Context: an optimization exercise on an open-source flow, tuned for small area. The choices shown serve that exercise and are no tape-out recipe.
Only simulation tests tie the RTL to the original design; equivalence was not proved.

== the reference run ==
==> flow/design.v (excerpt) <==
module top_module (
    input clk,
    input rst,
    input echo1, echo2,
    output trigger1, trigger2,
    output tx
);
Size: ~7 I/O pins, roughly 3600 um2 of cells after synthesis.
clock: 30.0 ns
lec_check: 0
abc_area: 1
cap_margin: 20
core_margin: 2
core_utilization: 40
gpl_timing_driven: 0
slew_margin: 20
standard.sh (not shown) runs the stock make flow with config.mk's settings and CLKGATE_MAP_FILE= SYNTH_SCRIPT=/design/flow/synth_recipe.tcl, a recipe that flattens the netlist after the stock synthesis.
==> flow/flow/run.sh <==
#!/bin/bash
# Own layout flow: the standard synthesis, then its combinational logic re-mapped
# for area (registers untouched), then the standard ORFS steps with a smaller
# clock tree (no dummy loads).
set -euo pipefail
HERE=$(pwd)
LIB=$FLOW_HOME/platforms/sky130hd/lib/sky130_fd_sc_hd__tt_025C_1v80.lib
R=$HERE/orfs/results/sky130hd/top_module/base

bash standard.sh synth > 1_standard_synth.log 2>&1
cp $R/1_2_yosys.v $HERE/1_2_yosys.standard.v

python3 flow/comblib.py $LIB $HERE/comb.lib > comblib.log 2>&1
bash flow/resynth.sh $HERE/1_2_yosys.standard.v $HERE/1_2_yosys.resynth.v $LIB $HERE/comb.lib flow/dontuse.txt > resynth.log 2>&1
rm -f $HERE/comb.lib

cp $HERE/1_2_yosys.resynth.v $R/1_2_yosys.v
rm -f $R/1_synth.odb $R/1_synth.sdc
bash standard.sh synth > 1_synth_odb.log 2>&1

CTS="-sink_clustering_enable -repair_clock_nets -dont_use_dummy_load"
if [[ -f flow/cts_args ]]; then CTS=$(cat flow/cts_args); fi
EXTRA=()
if [[ -f flow/make_args ]]; then mapfile -t EXTRA < flow/make_args; fi
bash standard.sh "CTS_ARGS=$CTS" "${EXTRA[@]}" finish > finish.log 2>&1
==> flow/flow/resynth.sh <==
#!/bin/bash
# resynth.sh IN.v OUT.v LIB COMBLIB DONTUSE
# Re-maps the combinational logic of a mapped netlist for area; register cells
# are kept as they are (same instances, names and cell types). ABC's &deepsyn
# is run with several seeds in parallel and the smallest result is kept.
set -euo pipefail
IN=$1; OUT=$2; LIB=$3; CLIB=$4
DU=$(sed 's/^/-dont_use /' $5 | tr '\n' ' ')
SEEDS=${RESYNTH_SEEDS:-"0 1 2 3 4 5 6 7"}
JOBS=${RESYNTH_JOBS:-4}
RUNNING=0
T=${RESYNTH_TIME:-90}
for S in $SEEDS; do
  # seeds alternate between two mappers, and between plain and two-input-LUT deepsyn
  if (( S % 2 )); then MAP="amap"; else MAP="map -a"; fi
  if (( (S / 2) % 2 )); then OPT="-t"; else OPT=""; fi
  printf 'strash\n&get -n\n&deepsyn -T %s -S %s %s\n&put\ndch -f\n%s\n' $T $S "$OPT" "$MAP" > resynth_s$S.abc
  yosys -p "
read_liberty -lib $LIB
read_liberty -overwrite -ignore_miss_func $CLIB
read_verilog $IN
hierarchy -check -top top_module
flatten
opt_clean -purge
abc -liberty $LIB $DU -script resynth_s$S.abc
opt_clean -purge
hilomap -singleton -hicell sky130_fd_sc_hd__conb_1 HI -locell sky130_fd_sc_hd__conb_1 LO
splitnets
opt_clean -purge
insbuf -buf sky130_fd_sc_hd__buf_4 A X
rename -enumerate
write_verilog -noattr -nohex -nodec resynth_s$S.v
" > resynth_s$S.log 2>&1 &
  RUNNING=$((RUNNING + 1))
  if (( RUNNING >= JOBS )); then wait -n || true; RUNNING=$((RUNNING - 1)); fi
done
wait
BEST=""; BA=""
for S in $SEEDS; do
  [[ -s resynth_s$S.v ]] || continue
  A=$(yosys -p "read_liberty -lib $LIB; read_verilog resynth_s$S.v; hierarchy -check -top top_module; check -assert -mapped; stat -liberty $LIB" 2>&1 | tee resynth_s$S.check.log | grep "Chip area" | awk '{print $NF}')
  grep -q "Found and reported 0 problems" resynth_s$S.check.log || continue
  echo "seed $S area $A"
  if [[ -z "$BA" ]] || awk "BEGIN{exit !($A < $BA)}"; then BA=$A; BEST=$S; fi
done
if [[ -z "$BEST" ]]; then
  echo "no re-mapped netlist passed its check; keeping the standard one"
  cp $IN $OUT
else
  echo "best seed $BEST area $BA"
  cp resynth_s$BEST.v $OUT
fi
Other scripts of this flow, unchanged in this note and not shown: flow/flow/comblib.py, flow/flow/cts_args, flow/flow/dontuse.txt, flow/flow/make_args
The reference run completed end to end with timing, DRC and antenna clean.
For the trial run, these inputs were changed with respect to the reference run:
- GPL_TIMING_DRIVEN removed (was 0)
diff --git a/flow/flow/resynth.sh b/flow/flow/resynth.sh
--- a/flow/flow/resynth.sh
+++ b/flow/flow/resynth.sh
@@ -10,2 +10 @@
-JOBS=${RESYNTH_JOBS:-4}
-RUNNING=0
+JOBS=${RESYNTH_JOBS:-${NUM_CORES:-4}}
@@ -34,2 +33 @@
-  RUNNING=$((RUNNING + 1))
-  if (( RUNNING >= JOBS )); then wait -n || true; RUNNING=$((RUNNING - 1)); fi
+  while (( $(jobs -r | wc -l) >= JOBS )); do sleep 1; done
Notes after the runs:
On least setup slack across all paths after layout: between the trial run and the reference run, it ends up lower for the trial run.
The worst hold slack in the trial run was higher than what the reference run gave.
Diff the trial run..the reference run | effective utilization at floorplan | negligible

-- port drivers added, routing unchanged --
How much do the figures lean on ideal ports? The routed layouts below were timed once more, with nothing changed but the port constraints.
Step 1, drivers: a clkbuf_16 drives clk and a buf_2 each remaining input, both assumed.
Step 2 times the ports against the registers' clock, not the clock port: input delays grow and output delays shrink by t, the midpoint of the rising clock arrivals with the driver on.
Three values: no drivers, after step 1, after step 2; two values: the first two.
| run | t, ns | slack for setup (ns) | pins driven straight from the clock port |
|---|---|---|---|
| the reference run | 0.375 | 21.614 / 21.581 / 21.956 | 1 |
| the trial run | 0.363 | 21.601 / 21.570 / 21.934 | 1 |
After both steps every run listed still meets setup and hold.
